This design comes from an exercise in tuning for small area on the open sky130 flow, not from production work. Only simulation tests tie the RTL to the original design; equivalence was not proved. Power is estimated from default activity; no workload was simulated.

**flow/constraint.sdc**
```tcl
create_clock -name core_clock -period 11.0 [get_ports {sCLK}]
set_input_delay 2.2000 -clock core_clock [delete_from_list [all_inputs] [get_ports {sCLK}]]
set_output_delay 2.2000 -clock core_clock [all_outputs]
set_load 0.01 [all_outputs]
```
**flow/config.mk**
```make
export PLATFORM = sky130hd
export DESIGN_NAME = CPU
export DESIGN_NICKNAME = CPU
export VERILOG_FILES = /design/flow/design.v
export SDC_FILE = /design/flow/constraint.sdc
export NUM_CORES = 4
export LEC_CHECK = 0
export CAP_MARGIN = 20
export CORE_MARGIN = 2
export CORE_UTILIZATION = 40
export SLEW_MARGIN = 20
```
**flow/run.sh**
```bash
#!/bin/bash
# synth_recipe.tcl (not shown) runs the flow's synth.tcl, then flattens the netlist and writes it again
# the make line also repeats each setting of config.mk as NAME=value (left out here)
make -C /OpenROAD-flow-scripts/flow DESIGN_CONFIG=/design/flow/config.mk WORK_HOME=/design/flow/orfs CLKGATE_MAP_FILE= SYNTH_SCRIPT=/design/flow/synth_recipe.tcl finish
```
**flow/design.v**
```verilog
`timescale 1ns / 1ps
module ADD(
    input [7:0] A,
    input [7:0] B,
    output reg [7:0] Y
    );
	always @(*) begin
		Y <= A + B;
	end
endmodule
`timescale 1ns / 1ps
module ALU(
    input [7:0] A,
    input [7:0] B,
    input ALUOP,
    output [7:0] Y
    );
	assign Y = (ALUOP == 1) ? A + B : 8'b00000000;
endmodule
`timescale 1ns / 1ps
module BCD7(
    input [3:0] A,
    output [6:0] Y
    );
	assign Y = (A == 4'b0000) ? 7'b0111111 :
				  (A == 4'b0001) ? 7'b0000110 :
				  (A == 4'b0010) ? 7'b1011011 :
				  (A == 4'b0011) ? 7'b1001111 :
				  (A == 4'b0100) ? 7'b1100110 :
				  (A == 4'b0101) ? 7'b1101101 :
				  (A == 4'b0110) ? 7'b1111101 :
				  (A == 4'b0111) ? 7'b0000111 :
				  (A == 4'b1000) ? 7'b1111111 :
				  (A == 4'b1001) ? 7'b1101111 :
				  (A == 4'b1010) ? 7'b1110111 :
				  (A == 4'b1011) ? 7'b1111100 :
				  (A == 4'b1100) ? 7'b0111001 :
				  (A == 4'b1101) ? 7'b1011110 :
				  (A == 4'b1110) ? 7'b1111001 : 7'b1110001;
endmodule
`timescale 1ns / 1ps
module CTRL(
    input [1:0] A,
    output RegDst,
    output RegWrite,
    output ALUSrc,
    output Branch,
    output MemRead,
    output MemWrite,
    output MemtoReg,
    output ALUOP
    );
	reg [7:0] out;
	always @(A) begin
		case(A)
			4'b00 : out <= 8'b11000001;
			4'b01 : out <= 8'b01101011;
			4'b10 : out <= 8'b00100101;
			4'b11 : out <= 8'b00010000;
		endcase
	end
	assign RegDst = out[7];
	assign RegWrite = out[6];
   assign ALUSrc = out[5];
   assign Branch = out[4];
   assign MemRead = out[3];
   assign MemWrite = out[2];
   assign MemtoReg = out[1];
	assign ALUOP = out[0];
endmodule
`timescale 1ns / 1ps
module MEM(
    input [7:0] AD,
    input [7:0] WD,
	 input MW,
	 input MR,
	 input RESET,
	 input CLK,
    output [7:0] RD
    );
	reg [7:0] mem [0:31];
	integer i;
	always @(posedge CLK or posedge RESET) begin
		if(RESET == 1) begin
			for(i = 0; i < 32; i = i + 1) begin
				if(i < 16) mem[i] <= i;
				else mem[i] <= 16 - i;
			end
		end
		else if(MW == 1) begin
			mem[AD[4:0]] <= WD;
		end
	end
	assign RD = (MR == 0) ? 8'b00000000 : mem[AD[4:0]];
endmodule
`timescale 1ns / 1ps
module MUX2(
    input [1:0] A,
    input [1:0] B,
    input S,
    output [1:0] Y
    );
	assign Y = (S == 0) ? A : B;
endmodule
`timescale 1ns / 1ps
module MUX8(
    input [7:0] A,
    input [7:0] B,
    input S,
    output [7:0] Y
    );
	assign Y = (S == 0) ? A : B;
endmodule
`timescale 1ns / 1ps
module Output(
    input [7:0] WD,
    input [1:0] Ins,
    output reg [6:0] Seg1,
    output reg [6:0] Seg2,
    output reg [6:0] Seg3,
    output reg [6:0] Seg4,
    output reg [6:0] Seg5
    );
	wire [6:0] tmp1, tmp2;
	BCD7 B1(WD[7:4], tmp1);
	BCD7 B2(WD[3:0], tmp2);
	always @(*) begin
		if(Ins == 2'b10) begin
			Seg1 <= 7'b1101101;
			Seg2 <= 7'b1111000;
			Seg3 <= 7'b0111111;
			Seg4 <= 7'b1110000;
			Seg5 <= 7'b1111001;
		end
		else if(Ins == 2'b11) begin
			Seg1 <= 7'b0001110;
			Seg2 <= 7'b0111110;
			Seg3 <= 7'b0110111;
			Seg4 <= 7'b0110111;
			Seg5 <= 7'b1110011;
		end
		else begin
			Seg1 <= tmp1;
			Seg2 <= tmp2;
			Seg3 <= 7'b0000000;
			Seg4 <= 7'b0000000;
			Seg5 <= 7'b0000000;
		end
	end		  
endmodule
`timescale 1ns / 1ps
module PC(
    input [7:0] A,
	 input RESET,
	 input CLK,
    output reg [7:0] Y
    );
	always @(posedge CLK or posedge RESET) begin
		if(RESET == 1) Y <= 8'b00000000;
		else Y <= A;
	end
endmodule
`timescale 1ns / 1ps
module Register(
    input [1:0] R1,
    input [1:0] R2,
    input [1:0] W,
	 input [7:0] WD,
	 input RW,
    input CLK,
	 input RESET,
    output [7:0] RD1,
    output [7:0] RD2,
    output [7:0] Y
    );
	integer i;
	reg [7:0] mem [0:3];
	always @(posedge CLK or posedge RESET) begin
		if(RESET == 1) begin
			for(i = 0; i < 4; i = i + 1) mem[i] <= 8'b00000000;
		end
		else if(RW == 1) begin
			mem[W] <= WD;
		end
	end
	assign RD1 = mem[R1];
	assign RD2 = mem[R2];
	assign Y = WD;
endmodule
`timescale 1ns / 1ps
module SignEx(
    input [1:0] A,
    output [7:0] Y
    );
	assign Y = {{6{A[1]}}, A};
endmodule
`timescale 1ns / 1ps
module CPU(
    input [7:0] Ins,
	 input RESET,
	 input sCLK,
    output [6:0] SEG1,
    output [6:0] SEG2,
    output [6:0] SEG3,
    output [6:0] SEG4,
    output [6:0] SEG5,
    output [7:0] ADD
    );
	wire CLK;
	wire RegDst, RegWrite, ALUSrc, Branch, MemRead, MemWrite, MemtoReg, ALUOP;
	wire [1:0] WriteReg;
	wire [7:0] ReadData1;
	wire [7:0] ReadData2;
	wire [7:0] WriteData;
	wire [7:0] Data3;
	wire [7:0] Out;
	wire [7:0] SignExtend;
	wire [7:0] ALUResult;
	wire [7:0] MemoryRead;
	wire [7:0] PPC, OPC, JPC, NPC;
	assign ADD = PPC;
	assign CLK = sCLK;
	CTRL C(Ins[7:6], RegDst, RegWrite, ALUSrc, Branch, MemRead, MemWrite, MemtoReg, ALUOP);
	MUX2 M1(Ins[3:2], Ins[1:0], RegDst, WriteReg);
	Register R(Ins[5:4], Ins[3:2], WriteReg, WriteData, RegWrite, CLK, RESET, ReadData1, ReadData2, Out);
	SignEx S(Ins[1:0], SignExtend);
	MUX8 M2(ReadData2, SignExtend, ALUSrc, Data3);
	ALU A1(ReadData1, Data3, ALUOP, ALUResult);
	MEM M3(ALUResult, ReadData2, MemWrite, MemRead, RESET, CLK, MemoryRead);
	MUX8 M4(ALUResult, MemoryRead, MemtoReg, WriteData);
	PC P(NPC, RESET, CLK, PPC);
	ADD A2(PPC, 8'b00000001, OPC);
	ADD A3(OPC, SignExtend, JPC);
	MUX8 M5(OPC, JPC, Branch, NPC);
	Output O(Out, Ins[7:6], SEG1, SEG2, SEG3, SEG4, SEG5);
endmodule
```
==> results of run 1 <==
==> synthesized netlist by cell type (6+ instances only) <==
library cell  instances  area, sq um
nor2b_1               9         56.3
buf_2                18         90.1
o21a_1                9         67.6
a31oi_1               9         56.3
xnor2_1              17          149
nand2b_1              9         56.3
mux2i_1              21          210
o21ai_0             300         1500
a32o_1               10          100
buf_1                 6         22.5
nor3_1               17         85.1
mux2_2               28          315
ha_1                 21          263
inv_1                21         78.8
mux4_2                9          203
nand4_1              19          119
dfstp_2             124         3260
a22o_1               12          105
a22oi_1              20          150
a221oi_1              6         52.6
nor2_1               55          206
nand2_1             355         1330
o22ai_1               7         43.8
dfrtp_1             172         4300
nor4_1               11         68.8
clkbuf_1             84          315
a32oi_1              20          175
buf_4                28          210
a211oi_1             12         90.1
nand3_1              47          235
nand3b_1              6         45.0
a21oi_1              51          255
buf_6                12          135
and3_1               12         75.1
==> placed cells by master, fill, tap and decap left out, drive strengths merged, types with 7 or more instances in the layout <==
master / n
a32o: 10
nor3: 20
a21oi: 53
nor2b: 9
buf: 75
and3: 12
dfrtp: 172
mux2: 29
nor4: 12
a32oi: 20
clkbuf: 49
dfstp: 124
a22oi: 22
o21ai: 305
nand3: 47
mux4: 9
inv: 25
o22ai: 7
mux2i: 21
nand2b: 10
nor2: 59
a211oi: 13
clkdlybuf4s50: 49
nand2: 358
o21a: 9
xnor2: 19
a22o: 12
ha: 21
nand4: 19
a31oi: 10
==> worst paths after layout <==
path / endpoint / slack (ns) / depth (start not counted)
worst min register to register: M3.mem[2][4] / 0.48 / 2
max in group asynchronous: M3.mem[31][3] / 6.73 / 4
worst min-delay path: M3.mem[2][4] / 0.48 / 2
worst max-delay path: SEG1[0] / 0.23 / 20
worst max register to register: R.mem[0][6] / 5.74 / 18
min in group asynchronous: M3.mem[7][3] / 2.11 / 2
==> area by class of cell <==
| type | count | area [sq um] | share of cell area (%) |
|---|---|---|---|
| tap | 518 | 648 | 3.62 |
| clock inverter | 14 | 166 | 0.931 |
| sequential | 296 | 7560 | 42.3 |
| timing repair buffer | 124 | 1070 | 5.98 |
| inverter | 22 | 90.1 | 0.504 |
| clock buffer | 49 | 988 | 5.53 |
| multi-input combinational | 1225 | 7360 | 41.1 |
==> cells by family after synthesis <==
| logic type | count (synthesis) | synth area share [%] |
|---|---|---|
| compound gates | 527 | 20.9 |
| flops | 296 | 48.2 |
| xor+xnor | 25 | 1.61 |
| fa+ha+maj | 23 | 1.93 |
| other cells | 1 | 0.0239 |
| buf+inv | 170 | 5.45 |
| simple gates | 587 | 17.1 |
| mux | 59 | 4.73 |
==> critical path, stage by stage <==
cell	delay, ns
clkdlybuf4s50_1	0.48
inv_1	0.10
ha_1	0.44
o21ai_0	0.23
ha_1	0.27
inv_1	0.09
fa_2	0.64
buf_12	0.23
and3b_1	0.44
a22oi_1	0.34
nor4_1	0.08
o22ai_1	0.36
o211ai_1	0.22
nor4_2	0.32
nand4_1	0.32
o22a_1	0.44
nand2_1	0.18
o21ai_0	0.09
a211oi_1	0.45
clkdlybuf4s50_1	0.63
==> power groups by stage <==
| stage | sequential (W) | clock [W] | combinational [W] |
|---|---|---|---|
| final | 0.00192 | 0.00119 | 0.00378 |
| after global routing | 0.00197 | 0.00126 | 0.00399 |
| after CTS | 0.00192 | 0.00121 | 0.00364 |
| after detailed placement | 0.00193 | 0 | 0.00364 |
| after global placement | 0.00192 | 0 | 0.00359 |
| after floorplan | 0.00180 | 0 | 0.00242 |
==> metrics by stage <==
stage	instances	power [W]	instance area, sq um	worst slack (ns)
finish	2248	0.00688	17900	0.227
floorplan	1690	0.00421	15700	0.829
detailed placement	2184	0.00556	16700	0.181
global route	2248	0.00722	17900	0.0859
global placement	2184	0.00552	16700	0.191
CTS	2247	0.00677	17900	0.158
==> registers in the layout, summed over array words and instances (netlist names) <==
register	flops
R.mem	32
P.Y	8
M3.mem	256
==> what timing repair did <==
item | 4_1_cts | 5_1_grt
endpoints found under the setup margin | 0 | 13
hold buffers | 0 | 0
resized for setup | 0 | 3
==> per-layer routing <==
layer | vias to the layer above | part of all wire, %
li1 | 6015 | -
met1 | 6581 | 44
met2 | 577 | 43
met3 | 143 | 8.3
met5 | - | 0
met4 | 0 | 3.8
==> reports/results.txt, run 1 <==
Die Ht -> 202 microns
M3 GR Usage -> 6.09%
Residual DRC -> 0
Clk network pwr share -> 17.3%
Max Freq -> 92.8 MHz
number of global-route vias before repair -> 13.0k
status -> timing/DRC/antenna clean
Worst Min Path Start -> M3.mem[2][4]
worst path required time -> 8.80 ns
Distinct cells, synth -> 107
async set-reset flop share out of synthesis -> 100%
critical path launch point type -> primary input
Sw Ratio -> 47.6%
clk_skew -> 0.0232 ns
worst slew pin tran -> 0.999 ns
clock buffer depth -> 3
layout cells sized above 1 -> 20.6%
final core utilization -> 46.2%
CTS tree -> done
internal power -> 0.00361 W
post-layout min period -> 10.77 ns
pwr dens -> 385 nW/um^2
initial antenna violation count -> 0
DPL Wire Length -> 38400 microns
ANT cells -> 0
first-pass GRT wire length -> 84600 microns
CP Capture Type -> primary output
Final Hold Fails -> 0
number of DRC markers in iteration 0 -> 1385
Congestion Overflow GR -> 0
drt via density -> 5.92
nets -> 1737
MaxCap Viol Count -> 0
maximum vdd drop -> 0.156 mV
GRT Total Usage -> 27.5%
post-CTS setup buffer count -> 0
WS Path Type -> primary input to primary output
Fillers -> 3731
largest net degree at the start of global routing -> 84
Hold WS -> 0.475 ns
net switching power -> 0.00327 W
Seq pwr share -> 27.9%
initial core utilization -> 40.5%
Synth Instances -> 1688
FP Rows -> 72
vias -> 13.3k
GR peak layer -> met2
Slew HR -> 33.4%
clock slew at reported path FFs -> 0.05 ns
Routed Antenna Nets -> 0
Synth Flop Type -> dfrtp_1
DR pass1 iterations -> 7
CTS root buf -> clkbuf_16
r2r startpoint -> R.mem[0][0]
combinational power share -> 54.9%
die area -> 40900 sq um
EDFF count, synth -> 0
IO Pins -> 53
overall routed net length -> 55700 microns
met2 usage -> 40.8%
area delta synth->final -> 13.9%
gpl congestion -> 0.995
Worst-Skew Late Latency -> 0.57 ns
Wirelength per Cell -> 24.8 microns
Core Region -> 38700 sq um
Crit path arrival time -> 8.57 ns
Synth Warn # -> 8
Post-Syn Area -> 15700 sq um
register area share after synthesis -> 48.2%
fin. max-slew vios -> 0
PortBufs -> 49
Setup crit start -> Ins[6]
unrepaired setup endpoints after global routing -> no
die width -> 202 microns
Num CTS Buffers -> 35
Worst Path Max Fanout -> 13
Yosys reg bits -> 296
final setup vio count -> 0
M1 GR Usage -> 39.1%
Syn Area/Cell -> 9.30 sq um
Pleak -> 7.15 nW
setup TNS after final layout -> 0 ns
Hold Path Class -> flip-flop to flip-flop
crit share post-route -> 97.9%
CTS Sinks -> 296
H-tree Lvls -> 2
==> inputs of run 2 (changes only) <==
==> flow/design.v (replaced) <==
`timescale 1ns / 1ps
module CPU(
    input [7:0] Ins,
    input RESET,
    input sCLK,
    output [6:0] SEG1,
    output [6:0] SEG2,
    output [6:0] SEG3,
    output [6:0] SEG4,
    output [6:0] SEG5,
    output [7:0] ADD
    );
	wire [1:0] op = Ins[7:6];
	wire [1:0] rs = Ins[5:4];
	wire [1:0] rt = Ins[3:2];
	wire [1:0] rd = Ins[1:0];
	wire [7:0] imm = {{6{Ins[1]}}, Ins[1:0]};
	wire is_add   = (op == 2'b00);
	wire is_load  = (op == 2'b01);
	wire is_store = (op == 2'b10);
	wire is_jump  = (op == 2'b11);
	reg [7:0] pc;
	wire [7:0] off = is_jump ? {{6{Ins[1] & ~Ins[0]}}, Ins[1] ^ Ins[0], ~Ins[0]} : 8'd1;
	always @(posedge sCLK or posedge RESET)
		if (RESET) pc <= 8'd0;
		else pc <= pc + off;
	assign ADD = pc;
	reg [7:0] r [0:3];
	wire [7:0] A = r[rs];
	wire [7:0] B = r[rt];
	wire [7:0] sum = A + (is_add ? B : imm);
	wire [4:0] addr = sum[4:0];
	reg [7:0] m [0:31];
	reg [31:0] mv;
	wire [7:0] init = addr[4] ? (8'd0 - {4'd0, addr[3:0]}) : {4'd0, addr[3:0]};
	wire [31:0] dec = 32'd1 << addr;
	wire [31:0] sv = dec & mv;
	wire hit = |sv;
	reg [7:0] md;
	integer k;
	always @(*) begin
		md = 8'd0;
		for (k = 0; k < 32; k = k + 1)
			md = md | ({8{sv[k]}} & m[k]);
	end
	wire [7:0] mrd = hit ? md : init;
	always @(posedge sCLK)
		for (k = 0; k < 32; k = k + 1)
			if (is_store & dec[k]) m[k] <= B;
	integer i;
	always @(posedge sCLK or posedge RESET)
		if (RESET) mv <= 32'd0;
		else if (is_store) mv <= mv | dec;
	wire [7:0] W = is_load ? mrd : sum;
	wire [1:0] wr = is_load ? rt : rd;
	always @(posedge sCLK or posedge RESET)
		if (RESET) begin
			r[0] <= 8'd0; r[1] <= 8'd0; r[2] <= 8'd0; r[3] <= 8'd0;
		end else if (is_add | is_load)
			r[wr] <= W;
	function [6:0] hex7(input [3:0] h);
		case (h)
			4'h0: hex7 = 7'b0111111; 4'h1: hex7 = 7'b0000110;
			4'h2: hex7 = 7'b1011011; 4'h3: hex7 = 7'b1001111;
			4'h4: hex7 = 7'b1100110; 4'h5: hex7 = 7'b1101101;
			4'h6: hex7 = 7'b1111101; 4'h7: hex7 = 7'b0000111;
			4'h8: hex7 = 7'b1111111; 4'h9: hex7 = 7'b1101111;
			4'hA: hex7 = 7'b1110111; 4'hB: hex7 = 7'b1111100;
			4'hC: hex7 = 7'b0111001; 4'hD: hex7 = 7'b1011110;
			4'hE: hex7 = 7'b1111001; default: hex7 = 7'b1110001;
		endcase
	endfunction
	assign SEG1 = is_store ? 7'b1101101 : is_jump ? 7'b0001110 : hex7(W[7:4]);
	assign SEG2 = is_store ? 7'b1111000 : is_jump ? 7'b0111110 : hex7(W[3:0]);
	assign SEG3 = is_store ? 7'b0111111 : is_jump ? 7'b0110111 : 7'b0000000;
	assign SEG4 = is_store ? 7'b1110000 : is_jump ? 7'b0110111 : 7'b0000000;
	assign SEG5 = is_store ? 7'b1111001 : is_jump ? 7'b1110011 : 7'b0000000;
endmodule
==> run 2 against run 1 <==
Effect of this change: critical path depth is 3 higher; setup slack better by 0.056 ns; register-to-register slack worse by 0.17 ns; still clean on timing, DRC and antenna; highest routed layer unchanged; utilization is 1.1 points higher; fmax is 0.53% higher; sequential power is 6% lower; routed wire length is 10% lower.
==> reports/results.txt, run 2 <==
number of global-route vias before repair -> 11.0k
Biggest register -> m
post-layout min period -> 10.72 ns
DR pass1 iterations -> 6
Syn Area/Cell -> 12.6 sq um
Synth top area share -> 50.8%
Largest regs -> m x256, mv x32, r x32
pwr dens -> 355 nW/um^2
Core Region -> 37500 sq um
Fillers -> 3432
Worst Path Max Fanout -> 13
IO Pins -> 53
Routed Antenna Nets -> 0
list of most frequent post-synthesis cells -> edfxtp_1 (256), nand2_1 (130), dfrtp_1 (72), nor2_1 (59), o21ai_0 (52)
Residual DRC -> 0
Synth Instances -> 1201
Worst-Skew Late Latency -> 0.54 ns
worst slew pin tran -> 1.18 ns
Crit path arrival time -> 8.52 ns
CTS Sinks -> 328
largest net degree at the start of global routing -> 51
CTS root buf -> clkbuf_16
Slew HR -> 21.0%
final setup vio count -> 0
vias -> 11.2k
Wirelength per Cell -> 27.5 microns
gpl congestion -> 0.975
die width -> 198 microns
Hold Path Class -> flip-flop to flip-flop
max FFs per register -> 256
async set-reset flop share out of synthesis -> 22.0%
drt via density -> 6.18
Congestion Overflow GR -> 0
reg2reg setup slack -> 5.57 ns
status -> timing/DRC/antenna clean
number of DRC markers in iteration 0 -> 1476
die area -> 39400 sq um
initial core utilization -> 40.3%
post-synth top area cell -> edfxtp_1
fin. max-slew vios -> 0
clock slew at reported path FFs -> 0.05 ns
Hold WS -> 0.459 ns
initial antenna violation count -> 0
overall routed net length -> 50000 microns
clock buffer depth -> 3
MaxCap Viol Count -> 0
layout cells sized above 1 -> 15.6%
PortBufs -> 49
ANT cells -> 0
Synth Flop Type -> edfxtp_1
GRT Total Usage -> 25.8%
Yosys reg bits -> 328
crit share post-route -> 97.4%
Pleak -> 6.38 nW
CTS tree -> done
unrepaired setup endpoints after global routing -> no
most frequent cells in the layout -> edfxtp_1 (256), nand2_1 (129), dfrtp_1 (72)
Post-Syn Area -> 15100 sq um
H-tree Lvls -> 2
Final Hold Fails -> 0
area delta synth->final -> 17.2%
worst path required time -> 8.80 ns
CP Capture Type -> primary output
Reg area -> 9490 sq um
WS Path Type -> primary input to primary output
nets -> 1317
critical path launch point type -> primary input
Synth Warn # -> 3
Num CTS Buffers -> 36
FP Rows -> 71
most frequent cell after synthesis -> edfxtp_1
EDFF count, synth -> 256
Final Power -> 0.00630 W
DPL Wire Length -> 33900 microns
final core utilization -> 47.3%
commonest non-fill, non-tap cell in the layout -> edfxtp_1
register area share after synthesis -> 62.8%
Distinct cells, synth -> 89
first-pass GRT wire length -> 73700 microns
Die Ht -> 198 microns
maximum vdd drop -> 0.288 mV
Multi-input gate area -> 5120 sq um
Max Freq -> 93.3 MHz
ranking of synthesized cells by area -> edfxtp_1 (51%), dfrtp_1 (12%), nand2_1 (3.2%)
setup TNS after final layout -> 0 ns
clk_skew -> 0.0242 ns
==> run 2: cell types whose count changed in the layout (fill, tap and decap cells not counted), sizes merged, moves of 100 or more <==
cell,before,now
edfxtp,0,256
nand2,358,130
dfstp,124,0
dfrtp,172,72
o21ai,305,55
==> run 2: worst paths after layout <==
kind | endpoint | cells past startpoint | start
worst max-delay path | SEG1[4] | 23 | Ins[2]
worst min-delay path | mv[29] | 1 | mv[29]
worst max register to register | r[3][7] | 19 | r[3][0]
worst min register to register | mv[29] | 1 | mv[29]
max in group asynchronous | r[1][1] | 3 | RESET
min in group asynchronous | pc[7] | 2 | RESET
==> run 2: cells by family after synthesis <==
logic type,after synthesis,synth area share [%]
and+or+nand+nor,398,13.1
muxes,25,2.98
buffers and inverters,123,3.68
DFF,328,62.8
xor gates and xnor gates,17,1.03
other,1,0.0248
adders and majority gates,31,2.66
AOI/OAI and AO/OA,278,13.7
==> run 2: per-layer routing <==
metal	track usage [%]	vias to the layer above	share of wire [%]
met5	0	-	0
met4	9.62	0	4.1
met3	6.27	150	11
met2	39.3	742	44
met1	36.0	5596	40
li1	-	4727	-
==> run 2: layout make-up <==
| cell class | count | area share, % |
|---|---|---|
| Clock inverter | 10 | 1.08 |
| Tap cell | 511 | 3.61 |
| Multi-Input combinational cell | 752 | 28.9 |
| Sequential cell | 328 | 53.5 |
| Clock buffer | 56 | 5.97 |
| Timing Repair Buffer | 124 | 6.23 |
| Inverter | 34 | 0.727 |
==> run 2: power by group <==
group / switching [W] / internal (W) / leakage (nW) / total (W)
Combinational: 0.00211 / 0.00111 / 2.56 / 0.00322
Clock: 0.000498 / 0.000783 / 0.601 / 0.00128
Sequential: 0.000128 / 0.00167 / 3.22 / 0.00180
==> run 2: stage by stage <==
stage | cells | instance area [sq um] | setup slack, ns
after global placement | 1743 | 16400 | 0.167
after floorplan | 1203 | 15100 | 0.987
after global routing | 1815 | 17700 | 0.0277
final | 1815 | 17700 | 0.283
after detailed placement | 1743 | 16400 | 0.181
after CTS | 1809 | 17600 | 0.156
==> run 2: worst max-delay path, stage by stage <==
cell and delay (ns):
clkdlybuf4s50_1 0.51, buf_4 0.23, mux4_2 0.53, nand2_1 0.07, nand2_1 0.05, ha_1 0.47, xor2_2 0.19, buf_4 0.25
ha_1 0.21, buf_4 0.17, nand2_1 0.06, mux2i_1 0.59, and3_1 0.58, a32oi_1 0.12, and3_1 0.23, and4_1 0.30
a31oi_4 0.27, inv_2 0.12, ha_1 0.21, nand2_1 0.11, nor2_1 0.05, a211oi_1 0.31, clkdlybuf4s50_1 0.63
==> run 2: what timing repair did <==
action | CTS | global route
setup endpoints to repair | 0 | 13
hold endpoints to repair | 0 | 0
resized for setup | 0 | 4
setup buffers | 0 | 5
hold buffers | 0 | 0
==> inputs of run 3 (changes only) <==
--- a/flow/config.mk
+++ b/flow/config.mk
@@ -9,3 +9,4 @@
 export CORE_MARGIN = 2
 export CORE_UTILIZATION = 40
+export CTS_BUF_LIST = sky130_fd_sc_hd__clkbuf_4
 export SLEW_MARGIN = 20
==> run 3 against run 2 <==
Effect of this change: still clean; first-iteration DRC count up 6.8%; sequential share of layout area up 0.13 points; synthesized area unchanged; cell area down 0.24%; critical path depth down 1; flip-flop and latch count unchanged; routed wire length up 0.99%; sequential power about the same; critical endpoint unchanged; highest routed layer unchanged.
==> reports/results.txt, run 3 <==
Slew HR -> 22.0%
Pleak -> 6.50 nW
crit path max-delay cell type -> clkdlybuf4s50_1
WS Path Type -> primary input to primary output
async set-reset flop share out of synthesis -> 22.0%
main combinational cell family by area after synthesis -> compound AO/OA/AOI/OAI gates
most frequent cell after synthesis -> edfxtp_1
Synth Area in Simple Gates -> 13.1%
list of most frequent post-synthesis cells -> edfxtp_1 (256), nand2_1 (130), dfrtp_1 (72), nor2_1 (59), o21ai_0 (52)
Most common cell on crit path -> nand2_1
FP Rows -> 71
CTS Sinks -> 328
mux cell area share after synthesis -> 2.98%
drt via density -> 6.06
setup TNS after final layout -> 0 ns
GRT Total Usage -> 26.1%
Max Freq -> 93.3 MHz
PortBufs -> 49
clock buffer depth -> 3
fin. max-slew vios -> 0
vias -> 11.6k
commonest non-fill, non-tap cell in the layout -> edfxtp_1
die width -> 198 microns
largest net degree at the start of global routing -> 51
crit share post-route -> 97.4%
Synth Flop Type -> edfxtp_1
Synth Instances -> 1201
worst slew pin tran -> 1.17 ns
Yosys reg bits -> 328
Core Region -> 37500 sq um
Num CTS Buffers -> 87
Worst-Skew Late Latency -> 0.80 ns
Crit path arrival time -> 8.52 ns
M3 GR Usage -> 6.60%
status -> timing/DRC/antenna clean
unrepaired setup endpoints after global routing -> no
number of DRC markers in iteration 0 -> 1577
Post-CTS Hold Buffers -> 0
most frequent cells in the layout -> edfxtp_1 (256), clkbuf_4 (141), nand2_1 (129)
Synth Warn # -> 3
Final Hold Fails -> 0
CP Cell Sequence -> clkdlybuf4s50_1 -> mux4_2 -> nand2_1 -> o21ai_0 -> ha_1 -> inv_1 -> fa_1 -> inv_1 -> ha_1 -> buf_4 -> and2_1 -> nand2_1 -> a2111oi_0 -> buf_4 -> a31oi_1 -> o311ai_0 -> a211oi_1 -> o211a_1 -> o221ai_2 -> nand2_1 -> a211oi_1 -> clkdlybuf4s50_1
Syn Area/Cell -> 12.6 sq um
clock slew at reported path FFs -> 0.06 ns
Synth Area in XOR/XNOR -> 1.03%
register area share after synthesis -> 62.8%
Distinct cells, synth -> 89
worst path required time -> 8.80 ns
Biggest register -> m
DR pass1 iterations -> 6
Residual DRC -> 0
H-tree Lvls -> 3
Multi-input gate area -> 5110 sq um
nets -> 1368
IO Pins -> 53
critical path's largest stage delay -> 0.64 ns
number of global-route vias before repair -> 11.4k
GR peak layer -> met2
die area -> 39400 sq um
Routed Antenna Nets -> 0
layout cells sized above 1 -> 21.6%
post-layout min period -> 10.72 ns
post-synth top area cell -> edfxtp_1
CTS tree -> done
Reg area -> 9490 sq um
Post-Syn Area -> 15100 sq um
area delta synth->final -> 17.0%
pwr dens -> 349 nW/um^2
Synth top area share -> 50.8%
initial antenna violation count -> 2
initial core utilization -> 40.3%
Adder-Cell Fraction of Synth Area -> 2.66%
Hold Path Class -> flip-flop to flip-flop
max FFs per register -> 256
final setup vio count -> 0
final core utilization -> 47.2%
Die Ht -> 198 microns
M1 GR Usage -> 36.1%
Congestion Overflow GR -> 0
Largest regs -> m x256, mv x32, r x32
overall routed net length -> 50500 microns
Worst Path Max Fanout -> 11
critical path launch point type -> primary input
Fillers -> 3510
CP Capture Type -> primary output
clk_skew -> 0.0709 ns
DPL Wire Length -> 33900 microns
gpl congestion -> 0.975
CTS root buf -> clkbuf_4
ranking of synthesized cells by area -> edfxtp_1 (51%), dfrtp_1 (12%), nand2_1 (3.2%)
first-pass GRT wire length -> 74400 microns
Wirelength per Cell -> 26.4 microns
EDFF count, synth -> 256
compound-cell area share of the yosys netlist -> 13.7%
maximum vdd drop -> 0.292 mV
MaxCap Viol Count -> 0
met2 usage -> 39.3%
## run 3: cell counts after synthesis
No cell type changed its count.
## run 3: metal layers
layer,share of wire [%],vias to the layer above,wire [microns]
met5,0,-,0
met4,4.3,0,2190
met3,12,145,5840
met2,45,833,22500
met1,39,5711,19900
li1,-,4893,-
## run 3: cell families after synthesis
| family | count (synthesis) |
|---|---|
| buffers and inverters | 123 |
| flip-flops | 328 |
| multiplexers | 25 |
| other | 1 |
| adder cells (fa/ha/maj) | 31 |
| AO/OA/AOI/OAI | 278 |
| XOR/XNOR | 17 |
| AND/OR/NAND/NOR | 398 |
## run 3: power breakdown
part / internal (W) / switching (W)
registers: 0.00167 / 0.000128
logic: 0.00111 / 0.00210
clock network: 0.000629 / 0.000526
## run 3: worst max-delay path, delay by kind of cell
kind | cells | cell delay, ns
compound gates | 8 | 1.85
fa+ha+maj | 3 | 1.23
buf+inv | 6 | 1.82
mux | 1 | 0.52
simple gates | 4 | 0.88
## run 3: metrics by stage
step | std cells | instance area, sq um | total power [W] | worst slack [ns] | hold WS (ns)
floorplan | 1203 | 15100 | 0.00353 | 0.987 | 0.430
global placement | 1743 | 16400 | 0.00485 | 0.167 | 0.444
detailed placement | 1743 | 16400 | 0.00486 | 0.181 | 0.445
CTS | 1905 | 17600 | 0.00602 | 0.145 | 0.460
global route | 1912 | 17700 | 0.00642 | 0.00606 | 0.468
finish | 1912 | 17700 | 0.00617 | 0.282 | 0.459
## run 3: final cells by class
cell class / count / area share [%]
flip-flops and latches: 328 / 53.7
clock inverters: 21 / 0.842
repair buffers: 124 / 6.24
diodes: 1 / 0.0142
multi-input cells: 752 / 28.9
well taps: 511 / 3.62
inverters: 34 / 0.729
clock buffers: 141 / 5.99
## run 3: path summary, 6_finish.rpt
check,start,to,slack (ns),cells past startpoint
worst max register to register,r[0][0],r[3][7],5.48,20
max in group asynchronous,RESET,mv[24],8.07,3
min in group asynchronous,RESET,mv[2],1.82,2
worst min register to register,mv[29],mv[29],0.46,1
worst max-delay path,Ins[2],SEG1[4],0.28,22
worst min-delay path,mv[29],mv[29],0.46,1
## run 3: what timing repair did
| item | in CTS | in global routing |
|---|---|---|
| endpoints found under the setup margin | 0 | 13 |
| resized for setup | 0 | 3 |
| setup buffers | 0 | 5 |
==> inputs of run 4 (changes only) <==
==> flow/flow/run.sh (new file) <==
#!/bin/bash
# Standard ORFS flow with: no CTS dummy loads and smaller clock buffers,
# smallest buffer on the ports, and power (size) recovery after global route.
set -euo pipefail
CTSBUF=${CTSBUF:-sky130_fd_sc_hd__clkbuf_4}
bash standard.sh \
  "CTS_ARGS=-sink_clustering_enable -repair_clock_nets -dont_use_dummy_load -buf_list $CTSBUF" \
  "BUFFER_PORTS_ARGS=-buffer_cell sky130_fd_sc_hd__buf_1" \
  RECOVER_POWER=100 \
  finish > make_finish.log 2>&1
==> flow/standard.sh (new file) <==
#!/bin/bash
# synth_recipe.tcl (not shown) runs the flow's synth.tcl, then flattens the netlist and writes it again
# the make line also repeats each setting of config.mk as NAME=value (left out here)
make -C /OpenROAD-flow-scripts/flow DESIGN_CONFIG=/design/flow/config.mk WORK_HOME=/design/flow/orfs CLKGATE_MAP_FILE= SYNTH_SCRIPT=/design/flow/synth_recipe.tcl "${@:-finish}"
--- a/flow/config.mk
+++ b/flow/config.mk
@@ -6,7 +6,6 @@
 export NUM_CORES = 4
 export LEC_CHECK = 0
-export CAP_MARGIN = 20
+export CAP_MARGIN = 0
 export CORE_MARGIN = 2
 export CORE_UTILIZATION = 40
-export CTS_BUF_LIST = sky130_fd_sc_hd__clkbuf_4
-export SLEW_MARGIN = 20
+export SLEW_MARGIN = 0
removed: flow/run.sh
==> run 4 against run 3 <==
Effect of this change: now fails the layout checks on max-capacitance violations, max-slew violations; register-to-register slack got worse by 0.33 ns; critical path depth decreased by 1; flip-flop and latch count unchanged; worst hold slack improved by 0.0013 ns; clock skew increased by 0.011 ns; fmax increased by 0.75%; synthesized cell count unchanged; via count decreased by 4.2%; combinational power decreased by 8.4%; routed wire length decreased by 1.5%; highest routed layer unchanged.
==> reports/results.txt, run 4 <==
number of DRC markers in iteration 0 -> 1256
nets -> 1344
Pleak -> 5.86 nW
fin. max-slew vios -> 240
overall routed net length -> 49700 microns
CTS Sinks -> 328
worst slew pin tran -> 2.98 ns
Crit path arrival time -> 8.44 ns
Hold WS -> 0.461 ns
post-synth top area cell -> edfxtp_1
PortBufs -> 49
IO Pins -> 53
area delta synth->final -> 9.18%
reg2reg end -> r[2][7]
Synth top area share -> 50.8%
number of global-route vias before repair -> 11.0k
CP Capture Type -> primary output
CTS tree -> done
Post-CTS Hold Buffers -> 0
register area share after synthesis -> 62.8%
CTS root buf -> clkbuf_4
critical path's largest stage delay -> 1.10 ns
Final Hold Fails -> 0
Routed Antenna Nets -> 0
status -> complete, but fails checks
CP Cell Sequence -> clkbuf_1 -> clkbuf_1 -> mux4_2 -> nand2_1 -> nand2_1 -> ha_1 -> a21oi_1 -> xnor2_1 -> nor3_1 -> a32oi_1 -> a31oi_1 -> nor4_1 -> and4_1 -> a31oi_4 -> inv_1 -> ha_1 -> inv_1 -> o21ai_0 -> o2bb2ai_1 -> a21oi_1 -> buf_1
largest net degree at the start of global routing -> 54
Worst Min Path Start -> mv[22]
Hold Crit Depth -> 1
async set-reset flop share out of synthesis -> 22.0%
WS Path Type -> primary input to primary output
gpl congestion -> 0.956
pwr dens -> 335 nW/um^2
unrepaired setup endpoints after global routing -> no
Die Ht -> 198 microns
die area -> 39400 sq um
worst path required time -> 8.80 ns
Max Freq -> 94.0 MHz
drt via density -> 6.12
Post-Syn Area -> 15100 sq um
EDFF count, synth -> 256
ranking of synthesized cells by area -> edfxtp_1 (51%), dfrtp_1 (12%), nand2_1 (3.2%)
Worst-Skew Late Latency -> 0.75 ns
r2r startpoint -> r[3][3]
Synth Instances -> 1201
reg2reg setup slack -> 5.15 ns
commonest non-fill, non-tap cell in the layout -> edfxtp_1
FP Rows -> 71
Wirelength per Cell -> 27.4 microns
Core Region -> 37500 sq um
Hold Crit Endpoint -> mv[22]
MaxCap Viol Count -> 7
list of most frequent post-synthesis cells -> edfxtp_1 (256), nand2_1 (130), dfrtp_1 (72), nor2_1 (59), o21ai_0 (52)
Syn Area/Cell -> 12.6 sq um
final setup vio count -> 0
max FFs per register -> 256
most frequent cell after synthesis -> edfxtp_1
clock slew at reported path FFs -> 0.06 ns
Num CTS Buffers -> 85
Setup crit start -> Ins[3]
Largest regs -> m x256, mv x32, r x32
r2r worst-path depth -> 14
crit path max-delay cell type -> xnor2_1
Hold Path Class -> flip-flop to flip-flop
Synth Flop Type -> edfxtp_1
Slew HR -> -98.6%
GRT Total Usage -> 25.7%
Worst Path Max Fanout -> 10
Biggest register -> m
Yosys reg bits -> 328
initial antenna violation count -> 2
Congestion Overflow GR -> 0
SO Faults -> max-capacitance violations, max-slew violations
initial core utilization -> 40.3%
most frequent cells in the layout -> edfxtp_1 (256), nand2_1 (129), clkbuf_4 (85)
vias -> 11.1k
DPL Wire Length -> 34000 microns
Distinct cells, synth -> 89
Synth Warn # -> 3
clock buffer depth -> 3
post-layout min period -> 10.64 ns
setup TNS after final layout -> 0 ns
maximum vdd drop -> 0.220 mV
die width -> 198 microns
clk_skew -> 0.0823 ns
critical path launch point type -> primary input
layout cells sized above 1 -> 14.8%
DR pass1 iterations -> 8
H-tree Lvls -> 3
crit share post-route -> 96.7%
first-pass GRT wire length -> 72600 microns
Residual DRC -> 0
==> run 4: cell type report <==
cell class              count  area, sq um
diodes                      1         2.50
repair buffers            102          542
multi-input cells         752         5070
well taps                 511          639
clock buffers              85          638
fillers                  3551        21000
inverters                  34          129
flip-flops and latches    328         9490
==> run 4: layer usage <==
layer  vias up  wire, microns  track usage, %  part of all wire [%]
li1       4790              -               -                     -
met1      5498          20000            34.0                    40
met2       668          22600            39.3                    45
met3       137           4850            7.07                   9.7
met4         0           2270            12.1                   4.6
met5         -              0               0                     0
==> run 4: how the worst max path moves through the flow <==
stage / end / slack [ns]
after CTS: SEG2[6] / 0.42
after global placement: SEG1[0] / 0.41
after detailed placement: SEG2[6] / 0.44
final: SEG1[0] / 0.36
after floorplan: SEG2[2] / 0.99
after global routing: SEG2[6] / 0.09
==> run 4: cell families (layout without fill, tap and decap cells) <==
kind of cell	after synthesis	in the layout	synth area share (%)
AND/OR/NAND/NOR	398	398	13.1
flip-flops	328	328	62.8
AO/OA/AOI/OAI	278	278	13.7
buffers and inverters	123	221	3.68
adder cells (fa/ha/maj)	31	31	2.66
multiplexers	25	25	2.98
XOR/XNOR	17	17	1.03
other	1	4	0.0248
==> run 4: what timing repair did <==
action | 4_1_cts | 5_1_grt
setup endpoints to repair | 0 | 1
resized for setup | 0 | 1
buffers inserted | 0 | 0
==> run 4: critical path: cells and delay by family <==
family	cells	cell delay, ns
muxes	1	0.27
xor gates and xnor gates	1	1.10
adders and majority gates	2	0.58
AOI/OAI and AO/OA	7	1.40
buffers and inverters	5	1.14
and+or+nand+nor	5	1.72
==> run 4: through the flow <==
step | cell area [sq um] | power [W] | utilization, % | cells | setup WS [ns]
after floorplan | 15100 | 0.00353 | - | 1203 | 0.987
after detailed placement | 15900 | 0.00469 | 42.5 | 1727 | 0.444
final | 16500 | 0.00553 | 44.0 | 1813 | 0.362
after global placement | 15900 | 0.00469 | 42.5 | 1727 | 0.408
after CTS | 16600 | 0.00548 | 44.2 | 1812 | 0.418
after global routing | 16500 | 0.00578 | 44.0 | 1813 | 0.0932
==> run 4: report_power, final <==
group	total (W)	internal [W]	switching, W
clock network	0.000790	0.000350	0.000440
registers	0.00180	0.00168	0.000120
logic	0.00294	0.000872	0.00206
==> inputs of run 5 (changes only) <==
--- a/flow/flow/run.sh
+++ b/flow/flow/run.sh
@@ -3,5 +3,5 @@
 # smallest buffer on the ports, and power (size) recovery after global route.
 set -euo pipefail
-CTSBUF=${CTSBUF:-sky130_fd_sc_hd__clkbuf_4}
+CTSBUF=${CTSBUF:-sky130_fd_sc_hd__clkbuf_8}
 bash standard.sh \
   "CTS_ARGS=-sink_clustering_enable -repair_clock_nets -dont_use_dummy_load -buf_list $CTSBUF" \
--- a/flow/config.mk
+++ b/flow/config.mk
@@ -6,6 +6,6 @@
 export NUM_CORES = 4
 export LEC_CHECK = 0
-export CAP_MARGIN = 0
+export CAP_MARGIN = 20
 export CORE_MARGIN = 2
 export CORE_UTILIZATION = 40
-export SLEW_MARGIN = 0
+export SLEW_MARGIN = 20
==> run 5 against run 4 <==
Effect of this change: the layout still fails its checks (max-capacitance violations, max-slew violations); setup slack worse by 0.12 ns; synthesized area stayed put; flip-flop and latch count stayed put; first-iteration DRC count up 9.6%; routed wire length is 0.21% lower; utilization rose by 0.36 points; critical endpoint is now SEG1[4].
==> reports/results.txt, run 5 <==
Slew HR -> -98.9%
status -> complete, but fails checks
final cell count without fillers -> 1783
Synth Flop Type -> edfxtp_1
first-pass GRT wire length -> 72400 microns
area delta synth->final -> 10.1%
crit path max-delay cell type -> nor4b_1
Synth Area in XOR/XNOR -> 1.03%
PortBufs -> 49
post-CTS setup buffer count -> 0
Residual DRC -> 0
Synth top area share -> 50.8%
main combinational cell family by area after synthesis -> compound AO/OA/AOI/OAI gates
Synth Warn # -> 3
gpl congestion -> 0.956
Routed Antenna Nets -> 0
clock buffer depth -> 3
Max Freq -> 92.9 MHz
IO Pins -> 53
worst slew pin tran -> 2.98 ns
Worst Path Max Fanout -> 22
critical path's largest stage delay -> 0.77 ns
CTS Sinks -> 328
commonest non-fill, non-tap cell in the layout -> edfxtp_1
initial antenna violation count -> 0
Synth Area in Simple Gates -> 13.1%
mux cell area share after synthesis -> 2.98%
SO Faults -> max-capacitance violations, max-slew violations
GRT Total Usage -> 25.6%
CTS root buf -> clkbuf_8
Distinct cells, synth -> 89
EDFF count, synth -> 256
Post-CTS Resized -> 0
Yosys reg bits -> 328
DPL Wire Length -> 34100 microns
Die Ht -> 198 microns
Largest regs -> m x256, mv x32, r x32
placed cells -> 1728
layout cells sized above 1 -> 13.0%
MaxCap Viol Count -> 7
pwr dens -> 337 nW/um^2
Num CTS Buffers -> 55
ranking of synthesized cells by area -> edfxtp_1 (51%), dfrtp_1 (12%), nand2_1 (3.2%)
DR pass1 iterations -> 8
worst path bufs/invs -> 4
critical path launch point type -> primary input
max FFs per register -> 256
compound-cell area share of the yosys netlist -> 13.7%
clock slew at reported path FFs -> 0.06 ns
overall routed net length -> 49600 microns
FP Rows -> 71
worst path required time -> 8.80 ns
unrepaired setup endpoints after global routing -> no
H-tree Lvls -> 2
vias -> 10.9k
Post-Syn Area -> 15100 sq um
register area share after synthesis -> 62.8%
Congestion Overflow GR -> 0
Hold Path Class -> flip-flop to flip-flop
Crit path arrival time -> 8.56 ns
Biggest register -> m
WS Path Type -> primary input to primary output
Pleak -> 5.87 nW
Worst-Skew Late Latency -> 0.61 ns
Adder-Cell Fraction of Synth Area -> 2.66%
clk_skew -> 0.0469 ns
maximum vdd drop -> 0.226 mV
setup TNS after final layout -> 0 ns
initial core utilization -> 40.3%
fin. max-slew vios -> 240
Wirelength per Cell -> 27.8 microns
final setup margin -> 0.241 ns
post-synth top area cell -> edfxtp_1
CP Cell Sequence -> clkbuf_1 -> buf_4 -> mux4_2 -> nand2_1 -> nand2_1 -> ha_1 -> nor2_1 -> o21ba_1 -> nor2_4 -> o21ai_0 -> a22o_1 -> nor4b_1 -> o211ai_1 -> a22oi_1 -> clkbuf_2 -> a21oi_1 -> a211oi_1 -> buf_1
Top delay family on crit path -> compound AO/OA/AOI/OAI gates
nets -> 1315
Core Region -> 37500 sq um
async set-reset flop share out of synthesis -> 22.0%
Syn Area/Cell -> 12.6 sq um
final setup vio count -> 0
most frequent cells in the layout -> edfxtp_1 (256), nand2_1 (130), dfrtp_1 (72)
post-route design area -> 16600 sq um
die width -> 198 microns
number of global-route vias before repair -> 10.7k
list of most frequent post-synthesis cells -> edfxtp_1 (256), nand2_1 (130), dfrtp_1 (72), nor2_1 (59), o21ai_0 (52)
Area after DPL -> 16000 sq um
drt via density -> 6.13
crit share post-route -> 97.8%
ANT cells -> 0
post-layout min period -> 10.76 ns
die area -> 39400 sq um
Most common cell on crit path -> nand2_1
Post-CTS Hold Buffers -> 0
Synth Instances -> 1201
Final Hold Fails -> 0
CP Capture Type -> primary output
post-placement setup slack -> 0.443 ns
largest net degree at the start of global routing -> 54
most frequent cell after synthesis -> edfxtp_1
CTS tree -> done
number of DRC markers in iteration 0 -> 1377
run 5: cell counts after synthesis:
No cell type changed its count.
run 5: kinds of logic after synthesis:
logic type / count (synthesis)
other: 1
adder cells (fa/ha/maj): 31
XOR/XNOR: 17
multiplexers: 25
AO/OA/AOI/OAI: 278
flip-flops: 328
buffers and inverters: 123
AND/OR/NAND/NOR: 398
run 5: power breakdown:
part,switching (W),internal [W]
combinational,0.00206,0.000865
sequential,0.000121,0.00168
clock,0.000439,0.000438
total,0.00262,0.00299
run 5: worst reg2reg max path, cell delays in order (launching register included):
cell	delay, ns
dfrtp_1	0.39
mux4_2	0.48
nand2_1	0.07
o21ai_0	0.09
ha_1	0.26
inv_1	0.09
fa_1	0.43
inv_1	0.11
ha_1	0.47
clkbuf_1	0.54
and2_1	0.53
a221oi_1	0.30
o311ai_0	0.49
a211oi_1	0.19
o211a_1	0.21
o221ai_2	0.36
nand2_1	0.37
o21ai_0	0.27
run 5: cell type report:
class	count	area (sq um)
clock buffers	55	757
inverters	34	129
fillers	3547	20800
multi-input cells	752	5090
repair buffers	103	538
well taps	511	639
flip-flops and latches	328	9490
run 5: through the flow:
stage | hold WS, ns | total power, W | utilization, %
after floorplan | 0.430 | 0.00353 | -
after global placement | 0.445 | 0.00469 | 42.5
after detailed placement | 0.445 | 0.00469 | 42.6
after CTS | 0.458 | 0.00557 | 44.6
after global routing | 0.464 | 0.00586 | 44.4
final | 0.460 | 0.00561 | 44.4
run 5: path summary, 6_finish.rpt:
check                        start  endpoint  slack (ns)  depth (start not counted)
max                         Ins[2]   SEG1[4]        0.24                         18
min                          mv[9]     mv[9]        0.46                          1
max reg2reg                r[3][0]   r[3][7]        5.26                         17
min reg2reg                  mv[9]     mv[9]        0.46                          1
max in group asynchronous    RESET     pc[2]        5.60                          3
min in group asynchronous    RESET    mv[29]        1.96                          2
run 5: routing by layer:
layer / track usage [%] / routed length, microns
met2: 40.3 / 22700
met1: 34.8 / 20000
met4: 10.3 / 2290
met5: 0 / 0
met3: 5.29 / 4650
==> inputs of run 6 (changes only) <==
==> flow/flow/run.sh (replaced) <==
#!/bin/bash
# Standard ORFS flow with: no CTS dummy loads and smaller clock buffers,
# smallest buffer on the ports, and power (size) recovery after global route.
set -euo pipefail
EXTRA_ARGS=""
HERE=$(pwd)
CTSBUF=${CTSBUF:-sky130_fd_sc_hd__clkbuf_8}
bash standard.sh \
  "CTS_ARGS=-sink_clustering_enable -repair_clock_nets -dont_use_dummy_load -buf_list $CTSBUF" \
  "PRE_RESIZE_TCL=$HERE/flow/pre_resize.tcl" \
  RECOVER_POWER=100 \
  $EXTRA_ARGS finish > make_finish.log 2>&1
==> flow/flow/pre_resize.tcl (new file) <==
# Shrink the port buffers that buffer_ports inserted to the smallest buffer.
foreach inst [get_cells -quiet {input* output*}] {
  set name [get_full_name $inst]
  set master [get_property $inst ref_name]
  if {[string match "sky130_fd_sc_hd__*buf*" $master] && $master ne "sky130_fd_sc_hd__buf_1"} {
    replace_cell $name sky130_fd_sc_hd__buf_1
  }
}
==> run 6 against run 5 <==
Effect of this change: still fails the layout checks on max-capacitance violations, max-slew violations; cell count grew 0.95%; count of clock-buffer cells in the layout unchanged; synthesized area stayed put; utilization is 0.34 points higher; die area stayed put; routed wire length is 0.97% higher; register-to-register slack better by 0.04 ns; critical path type unchanged; largest cell class unchanged.
==> reports/results.txt, run 6 <==
largest net degree at the start of global routing -> 51
GRT Total Usage -> 25.9%
Hold Crit Depth -> 1
most frequent cells in the layout -> edfxtp_1 (256), nand2_1 (130), dfrtp_1 (72)
async set-reset flop share out of synthesis -> 22.0%
Hold Path Class -> flip-flop to flip-flop
Synth Instances -> 1201
PortBufs -> 49
IO Pins -> 53
worst path required time -> 8.80 ns
nets -> 1332
WS Path Type -> primary input to primary output
Max Freq -> 95.1 MHz
fin. max-slew vios -> 240
H-tree Lvls -> 2
Worst Min Path Start -> mv[29]
final setup vio count -> 0
Yosys reg bits -> 328
overall routed net length -> 50100 microns
max FFs per register -> 256
status -> complete, but fails checks
CTS Sinks -> 328
Worst-Skew Late Latency -> 0.63 ns
crit share post-route -> 95.6%
layout cells sized above 1 -> 13.6%
M1 GR Usage -> 35.3%
maximum vdd drop -> 0.225 mV
Distinct cells, synth -> 89
number of global-route vias before repair -> 11.0k
r2r worst-path depth -> 15
drt via density -> 6.23
Num CTS Buffers -> 55
Final Hold Fails -> 0
Biggest register -> m
EDFF count, synth -> 256
GR peak layer -> met2
list of most frequent post-synthesis cells -> edfxtp_1 (256), nand2_1 (130), dfrtp_1 (72), nor2_1 (59), o21ai_0 (52)
Crit path arrival time -> 8.31 ns
reg2reg end -> r[2][2]
Synth Warn # -> 3
die width -> 198 microns
Residual DRC -> 0
Wirelength per Cell -> 27.8 microns
SO Faults -> max-capacitance violations, max-slew violations
Congestion Overflow GR -> 0
Die Ht -> 198 microns
worst slew pin tran -> 2.85 ns
post-layout min period -> 10.51 ns
number of DRC markers in iteration 0 -> 1463
CTS tree -> done
critical path launch point type -> primary input
commonest non-fill, non-tap cell in the layout -> edfxtp_1
Worst Path Max Fanout -> 15
Slew HR -> -90.1%
Post-Syn Area -> 15100 sq um
reg2reg setup slack -> 5.30 ns
DR pass1 iterations -> 6
met2 usage -> 39.0%
r2r startpoint -> r[3][0]
Core Region -> 37500 sq um
post-CTS setup buffer count -> 0
Largest regs -> m x256, mv x32, r x32
ranking of synthesized cells by area -> edfxtp_1 (51%), dfrtp_1 (12%), nand2_1 (3.2%)
initial antenna violation count -> 1
first-pass GRT wire length -> 73200 microns
area delta synth->final -> 10.9%
Post-CTS Hold Buffers -> 0
M3 GR Usage -> 6.82%
Hold Crit Endpoint -> mv[29]
DPL Wire Length -> 33800 microns
Synth Flop Type -> edfxtp_1
Routed Antenna Nets -> 0
clock slew at reported path FFs -> 0.05 ns
CP Capture Type -> primary output
ANT cells -> 0
CTS root buf -> clkbuf_8
gpl congestion -> 0.975
register area share after synthesis -> 62.8%
setup TNS after final layout -> 0 ns
post-synth top area cell -> edfxtp_1
pwr dens -> 339 nW/um^2
most frequent cell after synthesis -> edfxtp_1
Synth top area share -> 50.8%
final setup margin -> 0.489 ns
unrepaired setup endpoints after global routing -> no
FP Rows -> 71
initial core utilization -> 40.3%
vias -> 11.2k
die area -> 39400 sq um
Syn Area/Cell -> 12.6 sq um
clk_skew -> 0.0851 ns
Post-CTS Resized -> 0
MaxCap Viol Count -> 7
clock buffer depth -> 3
post-placement setup slack -> 0.913 ns
Pleak -> 5.94 nW
## run 6: through the flow
step                std cells  utilization (%)  hold WS (ns)  power, W  area, sq um
floorplan                1203                -         0.430   0.00353        15100
global placement         1743             43.7         0.444   0.00485        16400
detailed placement       1743             42.9         0.445   0.00477        16100
CTS                      1798             44.9         0.458   0.00565        16800
global route             1800             44.7         0.465   0.00591        16800
finish                   1800             44.7         0.456   0.00569        16800
## run 6: critical path, cell delays in order
cell and delay (ns):
buf_1 0.10, clkbuf_1 0.51, mux4_2 0.41, nand2_1 0.08, nand2_1 0.06, ha_1 0.32
a211oi_1 0.34, o21ba_1 0.59, nor2_1 0.38, buf_4 0.32, and3_1 0.25, a22o_1 0.25
a211oi_1 0.57, a41oi_1 0.32, a211oi_2 0.29, clkbuf_1 0.52, or2_2 0.26, nor2_1 0.04
or3_1 0.32, buf_1 0.14
## run 6: layout make-up
type	count	area [sq um]
fillers	3533	20700
clock buffers	55	757
multi-input cells	752	5070
flip-flops and latches	328	9490
well taps	511	639
repair buffers	120	691
inverters	34	129
## run 6: worst max-delay path by stage
stage | depth (start not counted) | to | startpoint
global placement | 24 | SEG2[0] | Ins[2]
global route | 26 | SEG2[6] | Ins[6]
detailed placement | 24 | SEG2[0] | Ins[2]
CTS | 24 | SEG2[0] | Ins[2]
floorplan | 25 | SEG2[2] | Ins[2]
finish | 20 | SEG2[2] | Ins[3]
## run 6: kinds of logic (layout without fill, tap and decap cells)
kind of cell	Yosys count	in the layout	synth area share (%)
xor+xnor	17	17	1.03
mux	25	25	2.98
simple gates	398	398	13.1
other cells	1	3	0.0248
fa+ha+maj	31	31	2.66
buf+inv	123	209	3.68
flops	328	328	62.8
compound gates	278	278	13.7
## run 6: report_power, final
group          switching [W]  leakage, nW  internal (W)
clock network       0.000440        0.395      0.000438
registers           0.000129         3.22       0.00168
logic                0.00209         2.33      0.000915
total                0.00266         5.94       0.00304
## run 6: per-layer routing
metal	vias to the layer above	routed length, microns	part of all wire [%]
li1	4726	-	-
met1	5594	19900	40
met2	734	22000	44
met3	152	5950	12
met4	2	2180	4.3
met5	-	13	0.026
==> inputs of run 7 (changes only) <==
==> flow/flow/run.sh (replaced) <==
#!/bin/bash
# Own layout flow: the standard synthesis, then the logic between the
# flip-flops re-mapped for area (flow/resynth.tcl, flip-flops untouched), then
# the standard ORFS flow with smaller port and clock buffers.
# Each tool's output goes to a log file of its own in this folder.
set -euo pipefail
HERE=$(pwd)
R=$HERE/orfs/results/sky130hd/CPU/base
CTSBUF=${CTSBUF:-sky130_fd_sc_hd__clkbuf_8}
CTSCL=${CTSCL:--sink_clustering_max_diameter 80 -sink_clustering_size 15}
VARS=(
  "CTS_ARGS=-sink_clustering_enable -repair_clock_nets -dont_use_dummy_load -buf_list $CTSBUF $CTSCL"
  "PRE_RESIZE_TCL=$HERE/flow/pre_resize.tcl"
)
bash standard.sh "${VARS[@]}" synth > make_synth.log 2>&1
cp $R/1_2_yosys.v $HERE/standard_synth.v
printf 'set_driving_cell sky130_fd_sc_hd__buf_1\nset_load 5\n' > $HERE/abc.constr
LIB=$FLOW_HOME/platforms/sky130hd/lib/sky130_fd_sc_hd__tt_025C_1v80.lib \
IN=$HERE/standard_synth.v OUT=$R/1_2_yosys.v TOP=$FLOW_TOP \
ABC_SCRIPT=$HERE/flow/area.abc ABC_CONSTR=$HERE/abc.constr STAT=$HERE/resynth_stat.txt \
  yosys -c $HERE/flow/resynth.tcl > resynth.log 2>&1
rm -f $R/1_synth.odb $R/1_synth.sdc
bash standard.sh "${VARS[@]}" finish > make_finish.log 2>&1
==> flow/flow/area.abc (new file) <==
strash
dch
&get -n
&st
&dch
&nf -R 1000 -p
&st
&syn2
&dch
&nf -R 1000 -p
&put
topo
stime -c
==> flow/flow/resynth.tcl (new file) <==
# Re-map the combinational logic of the standard synthesis netlist for area.
# The flip-flops (and their instance names) are kept as they are: every
# sequential cell is a black box here, so only the logic between them changes.
yosys -import
set lib $::env(LIB)
read_liberty -ignore_miss_func $lib
read_verilog $::env(IN)
hierarchy -top $::env(TOP)
set f [open $lib r]; set txt [read $f]; close $f
foreach {- m} [regexp -all -inline {cell\s*\(\s*"?(sky130_fd_sc_hd__\w+)"?\s*\)} $txt] {
  if {[regexp {__(s?e?df|dl|sdl)} $m]} { blackbox $m }
}
flatten
opt_clean -purge
techmap
opt -fast
set dont_use {}
foreach c {sky130_fd_sc_hd__lpflow_bleeder_1 sky130_fd_sc_hd__lpflow_clkbufkapwr_1 sky130_fd_sc_hd__lpflow_clkbufkapwr_16 sky130_fd_sc_hd__lpflow_clkbufkapwr_2 sky130_fd_sc_hd__lpflow_clkbufkapwr_4 sky130_fd_sc_hd__lpflow_clkbufkapwr_8 sky130_fd_sc_hd__lpflow_clkinvkapwr_1 sky130_fd_sc_hd__lpflow_clkinvkapwr_16 sky130_fd_sc_hd__lpflow_clkinvkapwr_2 sky130_fd_sc_hd__lpflow_clkinvkapwr_4 sky130_fd_sc_hd__lpflow_clkinvkapwr_8 sky130_fd_sc_hd__lpflow_decapkapwr_12 sky130_fd_sc_hd__lpflow_decapkapwr_3 sky130_fd_sc_hd__lpflow_decapkapwr_4 sky130_fd_sc_hd__lpflow_decapkapwr_6 sky130_fd_sc_hd__lpflow_decapkapwr_8 sky130_fd_sc_hd__lpflow_inputiso0n_1 sky130_fd_sc_hd__lpflow_inputiso0p_1 sky130_fd_sc_hd__lpflow_inputiso1n_1 sky130_fd_sc_hd__lpflow_inputiso1p_1 sky130_fd_sc_hd__lpflow_inputisolatch_1 sky130_fd_sc_hd__lpflow_isobufsrc_1 sky130_fd_sc_hd__lpflow_isobufsrc_16 sky130_fd_sc_hd__lpflow_isobufsrc_2 sky130_fd_sc_hd__lpflow_isobufsrc_4 sky130_fd_sc_hd__lpflow_isobufsrc_8 sky130_fd_sc_hd__lpflow_isobufsrckapwr_16 sky130_fd_sc_hd__lpflow_lsbuf_lh_hl_isowell_tap_1 sky130_fd_sc_hd__lpflow_lsbuf_lh_hl_isowell_tap_2 sky130_fd_sc_hd__lpflow_lsbuf_lh_hl_isowell_tap_4 sky130_fd_sc_hd__lpflow_lsbuf_lh_isowell_4 sky130_fd_sc_hd__lpflow_lsbuf_lh_isowell_tap_1 sky130_fd_sc_hd__lpflow_lsbuf_lh_isowell_tap_2 sky130_fd_sc_hd__lpflow_lsbuf_lh_isowell_tap_4 sky130_fd_sc_hd__probe_p_8 sky130_fd_sc_hd__probec_p_8} { lappend dont_use -dont_use $c }
abc -liberty $lib {*}$dont_use -script $::env(ABC_SCRIPT) -constr $::env(ABC_CONSTR)
read_liberty -lib -overwrite $lib
opt_clean -purge
hilomap -singleton -hicell sky130_fd_sc_hd__conb_1 HI -locell sky130_fd_sc_hd__conb_1 LO
insbuf -buf sky130_fd_sc_hd__buf_1 A X
opt_clean -purge
check -assert
tee -o $::env(STAT) stat -liberty $lib
write_verilog -noattr -nohex -nodec $::env(OUT)
--- a/flow/config.mk
+++ b/flow/config.mk
@@ -8,4 +8,6 @@
 export CAP_MARGIN = 20
 export CORE_MARGIN = 2
-export CORE_UTILIZATION = 40
+export CORE_UTILIZATION = 55
+export GPL_TIMING_DRIVEN = 0
+export PLACE_DENSITY = 0.7
 export SLEW_MARGIN = 20
==> run 7 against run 6 <==
Effect of this change: now clean on timing, DRC and antenna; combinational power down about 20%; via count down 14%; critical path depth up 5; synthesized cell count down 12%; die area down 33%; setup slack worse by 0.24 ns; routed wire length down 22%; sequential power down 3%; sequential share of layout area up 5.0 points; total power down 17%; count of clock-buffer cells in the layout down 30; clock skew down 0.043 ns; critical path type unchanged; highest routed layer is now met4.
==> reports/results.txt, run 7 <==
Worst-Skew Late Latency -> 0.60 ns
Synth Warn # -> 3
clock buffer depth -> 3
final core utilization -> 63.0%
commonest non-fill, non-tap cell in the layout -> edfxtp_1
max FFs per register -> 256
FP Rows -> 57
final setup margin -> 0.245 ns
overall routed net length -> 39100 microns
die area -> 26300 sq um
DR pass1 iterations -> 5
Wirelength per Cell -> 26.4 microns
Residual DRC -> 0
pwr dens -> 306 nW/um^2
first-pass GRT wire length -> 58000 microns
DPL Wire Length -> 26000 microns
Top delay family on crit path -> simple AND/OR/NAND/NOR gates
CTS root buf -> clkbuf_8
die width -> 162 microns
ANT cells -> 0
Pleak -> 5.08 nW
Final Hold Fails -> 0
vias -> 9666
critical path's largest stage delay -> 0.60 ns
fin. max-slew vios -> 0
WS Path Type -> primary input to primary output
most frequent cells in the layout -> edfxtp_1 (256), nand2_1 (104), buf_1 (91)
Largest regs -> m x256, mv x32, r x32
nets -> 1167
initial antenna violation count -> 0
drt via density -> 6.54
initial core utilization -> 56.3%
Routed Antenna Nets -> 0
area delta synth->final -> 11.8%
critical path launch point type -> primary input
Syn Area/Cell -> 13.0 sq um
crit path max-delay cell type -> o31a_1
Slew HR -> 21.9%
Synth Instances -> 1057
Post-CTS Hold Buffers -> 0
Biggest register -> m
worst path bufs/invs -> 4
worst path required time -> 8.80 ns
MaxCap Viol Count -> 0
layout cells sized above 1 -> 9.35%
worst slew pin tran -> 1.17 ns
Worst Path Max Fanout -> 29
number of DRC markers in iteration 0 -> 1412
number of global-route vias before repair -> 9138
Post-Syn Area -> 13800 sq um
Hold Path Class -> flip-flop to flip-flop
gpl congestion -> 0.903
Max Freq -> 93.0 MHz
final setup vio count -> 0
Core Region -> 24500 sq um
Most common cell on crit path -> buf_1
clk_skew -> 0.0417 ns
Die Ht -> 162 microns
status -> timing/DRC/antenna clean
GRT Total Usage -> 30.0%
Congestion Overflow GR -> 0
post-layout min period -> 10.76 ns
CP Capture Type -> primary output
reg2reg setup slack -> 5.28 ns
CTS tree -> done
Hold WS -> 0.480 ns
largest net degree at the start of global routing -> 73
post-placement setup slack -> -1.65 ns
IO Pins -> 53
H-tree Lvls -> 1
Num CTS Buffers -> 25
crit share post-route -> 97.8%
maximum vdd drop -> 0.210 mV
clock slew at reported path FFs -> 0.09 ns
Crit path arrival time -> 8.56 ns
CTS Sinks -> 328
PortBufs -> 49
[run 7: layer usage]
layer | share of wire (%) | global-route usage [%]
met1 | 39 | 42.4
met2 | 47 | 48.4
met3 | 9.9 | 4.60
met4 | 4.2 | 9.81
met5 | 0 | 0
[run 7: final timing paths]
kind | cells after the start | start | to
worst min-delay path | 1 | mv[18] | mv[18]
worst max register to register | 21 | r[1][2] | r[3][7]
worst min register to register | 1 | mv[18] | mv[18]
min in group asynchronous | 2 | RESET | mv[6]
worst max-delay path | 25 | Ins[3] | SEG2[3]
max in group asynchronous | 2 | RESET | r[2][5]
[run 7: what timing repair did]
item / 4_1_cts / 5_1_grt
endpoints found under the setup margin: 14 / 14
gates resized for setup: 25 / 19
setup buffers: 6 / 1
pin swaps: 3 / 2
gates cloned: 2 / 0
[run 7: cell type report]
cell class / count / area, sq um
fillers: 1806 / 9060
clock buffers: 25 / 344
flip-flops and latches: 328 / 9490
inverters: 13 / 53.8
well taps: 324 / 405
repair buffers: 69 / 490
plain buffers: 43 / 161
multi-input cells: 677 / 4460
[run 7: report_power, final]
part	internal, W	switching (W)
clock network	0.000204	0.000373
logic	0.000776	0.00161
registers	0.00163	0.000111
total	0.00261	0.00210
[run 7: per-stage QoR]
step | power (W) | TNS (ns) | std cells | area [sq um]
after global routing | 0.00493 | -0.293 | 1479 | 15400
after detailed placement | 0.00393 | -18.12 | 1445 | 14800
after CTS | 0.00460 | 0 | 1478 | 15300
after global placement | 0.00384 | -52.50 | 1432 | 14700
final | 0.00471 | 0 | 1479 | 15400
after floorplan | 0.00303 | 0 | 1059 | 13800

[port drivers added, routing unchanged]
Ports are ideal in the flow. The routed layouts listed here were re-timed in OpenROAD.
Step 1 (the two cells are an assumption about what drives the block):
set clk [get_ports {sCLK}]
set_driving_cell -lib_cell sky130_fd_sc_hd__clkbuf_16 $clk
set_driving_cell -lib_cell sky130_fd_sc_hd__buf_2 [delete_from_list [all_inputs] $clk]
Step 2 times the ports against the registers' clock, not the clock port: input delays grow and output delays shrink by t, the midpoint of the rising clock arrivals with the driver on.
a / b / c = ideal ports / drivers / drivers and shift; a / b = the first two.
| run | t (ns) | setup slack, ns | hold slack, ns | worst setup path after step 2 |
|---|---|---|---|---|
| run 1 | 0.607 | 0.227 / 0.198 / 0.198 | 0.475 / 0.475 / 0.475 | input to output |
| run 2 | 0.584 | 0.283 / 0.258 / 0.258 | 0.459 / 0.459 / 0.459 | input to output |
| run 3 | 0.808 | 0.282 / 0.257 / 0.257 | 0.459 / 0.459 / 0.459 | input to output |
| run 4 | 0.750 | 0.362 / 0.337 / 0.337 | 0.461 / 0.461 / 0.461 | input to output |
| run 5 | 0.629 | 0.241 / 0.214 / 0.214 | 0.460 / 0.460 / 0.460 | input to output |
| run 6 | 0.640 | 0.489 / 0.465 / 0.465 | 0.456 / 0.456 / 0.456 | input to output |
| run 7 | 0.621 | 0.245 / 0.222 / 0.222 | 0.480 / 0.480 / 0.480 | input to output |
The setup slack of run 1, which loses most, moves by -0.029 ns with the drivers and by -0.029 ns with both steps.
